This design comes from an exercise in tuning for small area on the open sky130 flow, not from production work. Function was checked by simulation only, so behaviour that the tests miss may differ from the original. The flow treats the clock pin as an ideal source, which a real chip does not have. Power is estimated from default activity; no workload was simulated.

==> ember <==
Design dodge_plane, start of the top module:
module dodge_plane(
  input clk,
  input reset,
  input [3:0] vry,
  input high_s,
  input medium_s,
  input low_s,
  output h_sync,
  output v_sync,
  output [3:0] red,
  output [3:0] green,
  output [3:0] blue
  );
clock: 10.0 ns
lec_check: 0
cap_margin: 20
core_margin: 2
core_utilization: 65
cts_buf_list: sky130_fd_sc_hd__clkbuf_16
cts_cluster_diameter: 80
cts_cluster_size: 30
slew_margin: 20
standard.sh (not shown) runs the stock make flow with config.mk's settings and CLKGATE_MAP_FILE= SYNTH_SCRIPT=/design/flow/synth_recipe.tcl, a recipe that flattens the netlist after the stock synthesis.
==> flow/flow/run.sh <==
#!/bin/bash
# The standard layout (standard.sh, unchanged synthesis and steps), with
# three changes to how the layout is made:
#  - port buffers are sky130_fd_sc_hd__buf_1 (every port still gets one);
#  - clock tree synthesis without dummy loads (clustering as in config.mk);
#  - after CTS, logic cells are downsized to drive 1 where timing, slew and
#    capacitance allow (flow/downsize.tcl), then placement is re-legalized.
# make's full output goes to standard.log; ORFS's per-step logs are under orfs/logs.
set -euo pipefail
HERE=$(pwd)
export BUFFER_PORTS_ARGS="-buffer_cell sky130_fd_sc_hd__buf_1"
export CTS_ARGS="-sink_clustering_enable -repair_clock_nets -sink_clustering_size 30 -sink_clustering_max_diameter 80 -buf_list sky130_fd_sc_hd__clkbuf_16 -dont_use_dummy_load"
export POST_CTS_TCL="$HERE/flow/post_cts.tcl"
bash standard.sh > standard.log 2>&1
==> flow/flow/downsize.tcl <==
# Try each multi-drive cell at drive 1 (same function); keep the change if setup/hold slack stay >= margin and no slew/cap violations.
proc core_area {} { set a 0; foreach i [[ord::get_db_block] getInsts] { set m [$i getMaster]; if {[$m getType] eq "CORE"} { set a [expr {$a + [$m getWidth]*[$m getHeight]}] } }; return [expr {$a/1e6}] }
proc try_downsize {margin} {
  set db [ord::get_db]
  set changed 0
  set sv0 [sta::max_slew_violation_count]; set cv0 [sta::max_capacitance_violation_count]
  foreach inst [[ord::get_db_block] getInsts] {
    set m [$inst getMaster]; set n [$m getName]
    if {[$m getType] ne "CORE"} continue
    if {[string match *clkbuf* $n] || [string match *clkinv* $n] || [string match *df* $n]} continue
    if {![regexp {^(.*)_(\d+)$} $n -> base d] || $d <= 1} continue
    set cand ""
    foreach s {1 0} { set c [$db findMaster ${base}_$s]; if {$c ne "NULL"} { set cand $c; break } }
    if {$cand eq ""} continue
    set iname [$inst getName]
    if {[catch {replace_cell [get_cells $iname] [$cand getName]}]} continue
    estimate_parasitics -placement
    set ok [expr {[sta::worst_slack_cmd max] >= $margin && [sta::worst_slack_cmd min] >= 0.05e-9 && [sta::max_slew_violation_count] <= $sv0 && [sta::max_capacitance_violation_count] <= $cv0}]
    if {!$ok} { replace_cell [get_cells $iname] $n; estimate_parasitics -placement } else { incr changed }
  }
  return $changed
}
==> flow/flow/post_cts.tcl <==
# After CTS: give each multi-drive logic cell its drive-1 variant when setup
# slack stays >= 0.5 ns, hold slack >= 0.05 ns and no max-slew or
# max-capacitance violation is added; then re-legalize the placement.
source [file join [file dirname [info script]] downsize.tcl]
set n [try_downsize 0.5e-9]
puts "post_cts: downsized $n cells"
detailed_placement
check_placement -verbose
==> yarrow (differences from ember) <==
==> flow/run.sh (new file) <==
#!/bin/bash
# synth_recipe.tcl (not shown) runs the flow's synth.tcl, then flattens the netlist and writes it again
# the make line also repeats each setting of config.mk as NAME=value (left out here)
make -C /OpenROAD-flow-scripts/flow DESIGN_CONFIG=/design/flow/config.mk WORK_HOME=/design/flow/orfs CLKGATE_MAP_FILE= SYNTH_SCRIPT=/design/flow/synth_recipe.tcl finish
removed: flow/flow/run.sh
removed: flow/flow/downsize.tcl
removed: flow/flow/post_cts.tcl
removed: flow/standard.sh
==> qor summary <==
quantity                                                   yarrow       ember
Cell internal power dissipation                           1510 uW     1450 uW
Layout clock area frac                                      3.30%       2.28%
Max-Slew Margin vs Limit                                    30.9%       25.9%
Min setup slack post-route                                1.47 ns     1.11 ns
Met2 track utilization from global routing                  56.2%       53.5%
Layout cell share with drive strength beyond 1              5.42%       1.67%
Slew at the pin closest to its max-slew limit             1.04 ns     1.11 ns
Detailed-router iteration count before antenna repair           7           6
Count of non-CTS buffers in the layout                         40          41
Layout filler cell count                                     1518        1668
Cell Count Post-Placement                                    1626        1627
Part of the power in combinational logic                    23.2%       23.5%
Static Leakage                                         0.00532 uW  0.00514 uW
Outcome                          no timing/DRC/antenna violations  no timing/DRC/antenna violations
Met2 Routed Length                                       17200 um    16300 um
Minimum period implied by the final worst setup slack     8.53 ns     8.89 ns
Routed vias                                                 11.2k       10.9k
Power consumed by the clock network                        595 uW      483 uW
Sequential cell area share                                  38.3%       39.7%

* * *

==> inputs of try-juniper <==
==> flow/design.v <==
`timescale 1ns / 1ps
module dodge_plane(
  input clk,
  input reset,
  input [3:0] vry,
  input high_s,
  input medium_s,
  input low_s,
  output h_sync,
  output v_sync,
  output [3:0] red,
  output [3:0] green,
  output [3:0] blue
  );
  function lt(input [9:0] a, input [9:0] c);
    integer i; reg r;
    begin
      r = 1'b0;
      for (i = 0; i < 10; i = i + 1) r = c[i] ? (~a[i] | r) : (~a[i] & r);
      lt = r;
    end
  endfunction
  function gt(input [9:0] a, input [9:0] c);
    gt = ~lt(a, c + 10'd1);
  endfunction
  function [10:0] add10(input [9:0] a, input [9:0] b, input ci);
    integer i; reg c; reg [9:0] s;
    begin
      c = ci;
      for (i = 0; i < 10; i = i + 1) begin
        s[i] = a[i] ^ b[i] ^ c;
        c = (a[i] & b[i]) | (c & (a[i] ^ b[i]));
      end
      add10 = {c, s};
    end
  endfunction
  function [9:0] inc10(input [9:0] a);
    integer i; reg c;
    begin
      c = 1'b1;
      for (i = 0; i < 10; i = i + 1) begin
        inc10[i] = a[i] ^ c;
        c = c & a[i];
      end
    end
  endfunction
  function [8:0] dec9(input [8:0] a);
    integer i; reg c;
    begin
      c = 1'b1;
      for (i = 0; i < 9; i = i + 1) begin
        dec9[i] = a[i] ^ c;
        c = c & ~a[i];
      end
    end
  endfunction
  reg [9:0] x;
  reg [9:0] y;
  reg trig_v;
  wire x_end = x[9] & x[8] & (&x[4:0]);    
  wire y_end = y[9] & y[3] & y[2];         
  always @(posedge clk) begin
    if (reset) begin
      x <= 10'd0;
      trig_v <= 1'b0;
    end else begin
      x <= x_end ? 10'd0 : inc10(x);
      trig_v <= x_end;
    end
    if (reset)
      y <= 10'd0;
    else if (trig_v)
      y <= y_end ? 10'd0 : inc10(y);
  end
  assign v_sync = lt(y, 490) | ~lt(y, 492);
  assign h_sync = lt(x, 656) | ~lt(x, 752);
  reg [1:0] step;            
  reg [8:0] p;               
  reg [9:0] pc;              
  reg [13:0] col;            
  reg [8:0] b1, b2, b3, b4, b5, b6, b7, b8, b9;    
  reg [9:0] k1, k5, k8;      
  reg [8:0] k2, k7;          
  reg [7:0] k3, k6;          
  reg [7:0] k4, k9;          
  reg cr, cg3, cg0, cb3, cb1;   
  assign red   = {4{cr}};
  assign green = {cg3, cg3, cg3, cg0};
  assign blue  = {cb3, cb3, cb1, cb1};
  function [7:0] lf8(input [7:0] s, input t);
    lf8 = {s[6:0], s[7] ^ s[5] ^ s[4] ^ s[3] ^ t};
  endfunction
  function [8:0] lf9(input [8:0] s, input t);
    lf9 = {s[7:0], s[8] ^ s[4] ^ t};
  endfunction
  function [9:0] lf10(input [9:0] s, input t);
    lf10 = {s[8:0], s[9] ^ s[6] ^ t};
  endfunction
  function [13:0] lf14(input [13:0] s);
    lf14 = {s[12:0], s[13] ^ s[4] ^ s[2] ^ s[0]};
  endfunction
  wire xin = gt(x, 39) & lt(x, 601);
  wire border_o = ~xin | gt(y, 440) | lt(y, 40);                  
  wire border_g = ~xin | gt(y, 440) | (lt(y, 40) & gt(y, 30)) | lt(y, 10);
  wire health = gt(y, 10) & lt(y, 30);
  wire game_over = (col == 14'h0019);
  wire col11 = (col == 14'h3a46);
  wire l1 = gt(y, 60)  & lt(y, 90);
  wire l2 = gt(y, 160) & lt(y, 190);
  wire l3 = gt(y, 360) & lt(y, 390);
  wire l4 = gt(y, 110) & lt(y, 140);
  wire l5 = gt(y, 200) & lt(y, 230);
  wire l6 = gt(y, 250) & lt(y, 280);
  wire l7 = gt(y, 290) & lt(y, 320);
  wire l8 = gt(y, 325) & lt(y, 355);
  wire l9 = gt(y, 400) & lt(y, 430);
  wire lane = l1 | l2 | l3 | l4 | l5 | l6 | l7 | l8 | l9;
  wire [8:0] bsel = ({9{l1}} & b1) | ({9{l2}} & b2) | ({9{l3}} & b3) |
                    ({9{l4}} & b4) | ({9{l5}} & b5) | ({9{l6}} & b6) |
                    ({9{l7}} & b7) | ({9{l8}} & b8) | ({9{l9}} & b9);
  wire rec = lane & (bsel == 9'd0);
  wire [10:0] dx = add10(x, {1'b1, ~bsel}, 1'b0);
  wire blk = lane & dx[10] & ~lt(dx[9:0], 39) & lt(dx[9:0], 78);
  wire [10:0] dy = add10(y, {1'b1, ~p}, 1'b0);
  wire dyp = dy[10] & (dy[9:6] == 4'd0);
  wire [9:0] d6 = {4'd0, dy[5:0]};
  wire plane_pix = dyp & (
      (gt(x, 132) & lt(x, 145) & lt(d6, 33)) |
      (gt(x, 107) & lt(x, 152) & gt(d6, 11) & lt(d6, 21)) |
      (gt(x, 100) & lt(x, 107) & gt(d6, 7)  & lt(d6, 25)) |
      ((x == 153)              & gt(d6, 13) & lt(d6, 19)));
  function inr(input [8:0] v, input [8:0] lo, input [8:0] hi);
    inr = ~lt({1'b0, v}, {1'b0, lo}) & lt({1'b0, v}, {1'b0, hi} + 10'd1);
  endfunction
  function le(input [8:0] v, input [8:0] c);
    le = lt({1'b0, v}, {1'b0, c} + 10'd1);
  endfunction
  function ge(input [8:0] v, input [8:0] c);
    ge = ~lt({1'b0, v}, {1'b0, c});
  endfunction
  function pin(input [8:0] v, input [8:0] lo, input [8:0] hi);
    pin = inr(v, lo - 9'd34, hi - 9'd34) | inr(v, lo, hi);
  endfunction
  wire hit = (pin(p, 60, 90)   & inr(b1, 21, 113)) |
             (pin(p, 160, 190) & inr(b2, 21, 113)) |
             (pin(p, 360, 390) & ((le(b3, 113) & ge(b2, 61)) | (le(b3, 73) & ge(b2, 21)))) |
             (pin(p, 110, 140) & inr(b4, 21, 113)) |
             (pin(p, 200, 230) & ((le(b5, 113) & ge(b2, 61)) | inr(b5, 21, 73))) |
             (pin(p, 250, 280) & inr(b6, 21, 113)) |
             (pin(p, 290, 320) & inr(b7, 21, 113)) |
             (pin(p, 325, 355) & inr(b8, 21, 113)) |
             (pin(p, 400, 430) & inr(b9, 21, 113));
  wire run = ~reset & ~game_over;
  wire sel_plane = run & ~rec & ~border_g & ~health & plane_pix;
  wire sel_blk = run & ~rec & ~border_g & ~health & ~plane_pix & blk;
  wire pc_term = (pc == 10'h0d1);
  wire yin = gt(y, 40) & lt(y, 440);
  wire down = vry[3] & ~(vry[2] & vry[1] & vry[0]) & (vry[2] | vry[1] | vry[0]);
  wire up = ~vry[3] & ~vry[2];
  wire move = sel_plane & pc_term & yin & (down | up);
  wire hit2 = sel_plane & pc_term & ~yin;
  wire col_inc = run & (hit | hit2);
  wire t1 = (k1 == 10'h2b2), t5 = (k5 == 10'h2b2), t8 = (k8 == 10'h2b2);
  wire t2 = (k2 == 9'h084), t7 = (k7 == 9'h084);
  wire t3 = (k3 == 8'h3b), t6 = (k6 == 8'h3b);
  wire t4 = (k4 == 8'h90), t9 = (k9 == 8'h90);
  wire tsel = (l1 & t1) | (l2 & t2) | (l3 & t3) | (l4 & t4) | (l5 & t5) |
              (l6 & t6) | (l7 & t7) | (l8 & t8) | (l9 & t9);
  wire bwr = reset | (run & rec) | (sel_blk & tsel);
  wire [8:0] bnew = (reset | rec) ? 9'h1ff : dec9(bsel);
  wire [10:0] padd = add10({1'b0, p}, {{8{~down}}, step ^ {2{~down}}}, ~down);
  wire [8:0] pnew = padd[8:0];
  always @(posedge clk) begin
    if (reset) step <= 2'd1;
    else if (high_s) step <= 2'd3;
    else if (medium_s) step <= 2'd2;
    else if (low_s) step <= 2'd1;
    if (reset) p <= 9'd100;
    else if (move) p <= pnew;
    if (reset) pc <= 10'h0d1;
    else if (sel_plane & (~pc_term | (yin & (down | up))))
      pc <= lf10(pc, pc_term);
    if (reset) col <= 14'h3fff;
    else if (col_inc) col <= lf14(col);
    if (bwr & (reset | l1)) b1 <= bnew;
    if (bwr & (reset | l2)) b2 <= bnew;
    if (bwr & (reset | l3)) b3 <= bnew;
    if (bwr & (reset | l4)) b4 <= bnew;
    if (bwr & (reset | l5)) b5 <= bnew;
    if (bwr & (reset | l6)) b6 <= bnew;
    if (bwr & (reset | l7)) b7 <= bnew;
    if (bwr & (reset | l8)) b8 <= bnew;
    if (bwr & (reset | l9)) b9 <= bnew;
    if (reset) begin
      k1 <= 10'h2b2; k5 <= 10'h2b2; k8 <= 10'h2b2;
      k2 <= 9'h084;  k7 <= 9'h091;
      k3 <= 8'h0d;   k6 <= 8'hfb;
      k4 <= 8'h47;   k9 <= 8'h06;
    end else if (sel_blk) begin
      if (l1) k1 <= lf10(k1, t1);
      if (l5) k5 <= lf10(k5, t5);
      if (l8) k8 <= lf10(k8, t8);
      if (l2) k2 <= lf9(k2, t2);
      if (l7) k7 <= lf9(k7, t7);
      if (l3) k3 <= lf8(k3, t3);
      if (l6) k6 <= lf8(k6, t6);
      if (l4) k4 <= lf8(k4, t4);
      if (l9) k9 <= lf8(k9, t9);
    end
  end
  wire title_box = lt(x, 430) & gt(x, 210) & gt(y, 330) & lt(y, 430);
  wire title_txt =
      (lt(x, 260) & gt(x, 220) & ((gt(y, 340) & lt(y, 350)) | (gt(y, 370) & lt(y, 380)))) |
      (lt(x, 230) & gt(x, 220) & gt(y, 340) & lt(y, 420)) |
      (lt(x, 260) & gt(x, 250) & gt(y, 340) & lt(y, 380)) |
      (lt(x, 280) & gt(x, 270) & gt(y, 340) & lt(y, 420)) |
      (lt(x, 310) & gt(x, 270) & gt(y, 410) & lt(y, 420)) |
      (lt(x, 330) & gt(x, 320) & gt(y, 340) & lt(y, 420)) |
      (lt(x, 360) & gt(x, 320) & gt(y, 340) & lt(y, 350)) |
      (lt(x, 360) & gt(x, 320) & gt(y, 380) & lt(y, 390)) |
      (lt(x, 360) & gt(x, 350) & gt(y, 340) & lt(y, 420)) |
      (lt(x, 380) & gt(x, 370) & gt(y, 340) & lt(y, 380)) |
      (lt(x, 420) & gt(x, 370) & gt(y, 370) & lt(y, 380)) |
      (lt(x, 420) & gt(x, 410) & gt(y, 340) & lt(y, 380)) |
      (lt(x, 400) & gt(x, 390) & gt(y, 370) & lt(y, 420));
  wire title_red = border_o | (title_box & ~title_txt);
  function rr(input [9:0] a, input [9:0] x0, input [9:0] x1,
              input [9:0] b, input [9:0] y0, input [9:0] y1);
    rr = ~lt(a, x0) & lt(a, x1 + 10'd1) & ~lt(b, y0) & lt(b, y1 + 10'd1);
  endfunction
  wire go_txt =
      rr(x,119,210,y,130,150) | rr(x,119,139,y,130,230) | rr(x,119,210,y,210,230) |
      rr(x,190,210,y,160,230) | rr(x,169,210,y,160,180) |
      rr(x,219,310,y,130,150) | rr(x,219,239,y,130,230) | rr(x,290,310,y,130,230) |
      rr(x,219,310,y,170,190) |
      rr(x,319,410,y,130,150) | rr(x,319,339,y,130,230) | rr(x,354,374,y,130,180) |
      rr(x,390,410,y,130,230) |
      rr(x,419,510,y,130,150) | rr(x,419,439,y,130,230) | rr(x,419,469,y,170,190) |
      rr(x,419,510,y,210,230) |
      rr(x,119,210,y,250,270) | rr(x,119,139,y,250,350) | rr(x,119,169,y,290,310) |
      rr(x,119,210,y,330,350) |
      rr(x,219,310,y,250,270) | rr(x,219,239,y,250,350) | rr(x,290,310,y,250,350) |
      rr(x,319,410,y,250,270) | rr(x,319,339,y,250,350) | rr(x,319,410,y,320,350) |
      rr(x,390,410,y,250,350);
  always @(posedge clk) begin
    if (reset) begin
      {cr, cg3, cg0, cb3, cb1} <= title_red ? 5'b10000 : 5'b11111;
    end else if (game_over) begin
      if (border_o)    {cr, cg3, cg0, cb3, cb1} <= 5'b00100;    
      else if (go_txt) {cr, cg3, cg0, cb3, cb1} <= 5'b10001;    
      else             {cr, cg3, cg0, cb3, cb1} <= 5'b11111;
    end else if (rec) begin
    end else if (border_g) begin
      {cr, cg3, cg0, cb3, cb1} <= 5'b00000;
    end else if (health) begin
      if (~col11) {cr, cg3, cg0, cb3, cb1} <= 5'b01100;         
    end else if (plane_pix) begin
      {cr, cg3, cg0, cb3, cb1} <= 5'b00011;                     
    end else if (blk) begin
      {cr, cg3, cg0, cb3, cb1} <= 5'b10000;                     
    end else begin
      {cr, cg3, cg0, cb3, cb1} <= 5'b11111;
    end
  end
endmodule
==> flow/run.sh <==
#!/bin/bash
# synth_recipe.tcl (not shown) runs the flow's synth.tcl, then flattens the netlist and writes it again
# the make line also repeats each setting of config.mk as NAME=value (left out here)
make -C /OpenROAD-flow-scripts/flow DESIGN_CONFIG=/design/flow/config.mk WORK_HOME=/design/flow/orfs CLKGATE_MAP_FILE= SYNTH_SCRIPT=/design/flow/synth_recipe.tcl finish
==> flow/config.mk <==
export PLATFORM = sky130hd
export DESIGN_NAME = dodge_plane
export DESIGN_NICKNAME = dodge_plane
export VERILOG_FILES = /design/flow/design.v
export SDC_FILE = /design/flow/constraint.sdc
export NUM_CORES = 4
export LEC_CHECK = 0
export CAP_MARGIN = 20
export CORE_MARGIN = 2
export CORE_UTILIZATION = 40
export SLEW_MARGIN = 20
==> flow/constraint.sdc <==
create_clock -name core_clock -period 10.0 [get_ports {clk}]
set_input_delay 2.0000 -clock core_clock [delete_from_list [all_inputs] [get_ports {clk}]]
set_output_delay 2.0000 -clock core_clock [all_outputs]
set_load 0.01 [all_outputs]
==> try-sierra: changes against try-juniper <==
--- a/flow/design.v
+++ b/flow/design.v
@@ -58,16 +58,13 @@
   reg [9:0] y;
-  reg trig_v;
   wire x_end = x[9] & x[8] & (&x[4:0]);    
   wire y_end = y[9] & y[3] & y[2];         
+  wire x_zero = (x == 10'd0);
   always @(posedge clk) begin
-    if (reset) begin
+    if (reset)
       x <= 10'd0;
-      trig_v <= 1'b0;
-    end else begin
+    else
       x <= x_end ? 10'd0 : inc10(x);
-      trig_v <= x_end;
-    end
     if (reset)
-      y <= 10'd0;
-    else if (trig_v)
+      y <= 10'd1023;
+    else if (x_zero)
       y <= y_end ? 10'd0 : inc10(y);
--- a/flow/config.mk
+++ b/flow/config.mk
@@ -9,3 +9,6 @@
 export CORE_MARGIN = 2
-export CORE_UTILIZATION = 40
+export CORE_UTILIZATION = 75
+export CTS_BUF_LIST = sky130_fd_sc_hd__clkbuf_16
+export CTS_CLUSTER_DIAMETER = 80
+export CTS_CLUSTER_SIZE = 30
 export SLEW_MARGIN = 20
==> flow_summary.ini <==
[power]
comb_power_share = 0.232
pwr-share-seq = 0.516

[route]
drt-met1-wl_um = 13690

[synthesis]
synth_mux_area_frac = 0.03288
synth_top_area_frac = 0.2064
seq_area_frac_synth = 0.4037

[run_status]
status = complete, no violations

[floorplanning]
fp-row-count = 48
dieArea_um2 = 18530

[clock_network]
cts.sinks = 221

[critical_path]
rrSetupSlack_ns = 1.57

[cells_and_area]
multi_input_area_share = 0.5157

[place]
dpl.hpwl_um = 25050

[sta]
min_period_ns = 8.433

[global_routing]
antenna_found_initial = 1
grt_util_met2 = 0.6036
the above is filed under try-sierra

==> flow_summary.ini <==
[power]
pwr-share-seq = 0.472
comb_power_share = 0.031

[global_routing]
grt_util_met2 = 0.3407

[route]
drt-met1-wl_um = 16380

[sta]
min_period_ns = 8.352

[cells_and_area]
multi_input_area_share = 0.4912

[synthesis]
synth_top_area_frac = 0.2075
seq_area_frac_synth = 0.4043

[place]
dpl.hpwl_um = 26710

[run_status]
status = complete, no violations

[floorplanning]
fp-row-count = 66
the above is filed under try-juniper

-- static timing again, ports no longer ideal --
No port has a modelled driver above. Below, the same layouts with a new extraction and two added sets of constraints.
Step 1 assumes that a clkbuf_16 drives the clock port and a buf_2 every other input.
Step 2 adds t to the input delays and takes it off the output delays; t is the mean of the earliest and latest rising clock arrival at the registers after step 1. Input paths then give back, and output paths get back, about the clock's delay inside the block.
Three values: ideal, step 1, step 2; two values: the first two.
run	t (ns)	setup WS [ns]	hold WS [ns]	slew at the worst register clock pin (ns)
ember	0.508	1.107 / 1.107 / 1.107	0.471 / 0.471 / 0.471	0.11 / 0.11
yarrow	0.550	1.466 / 1.466 / 1.466	0.481 / 0.481 / 0.481	0.11 / 0.11
try-juniper	0.597	1.648 / 1.648 / 1.648	0.478 / 0.478 / 0.478	0.06 / 0.06
try-sierra	0.527	1.567 / 1.567 / 1.567	0.473 / 0.473 / 0.473	0.11 / 0.11
After both steps every run listed still meets setup and hold.
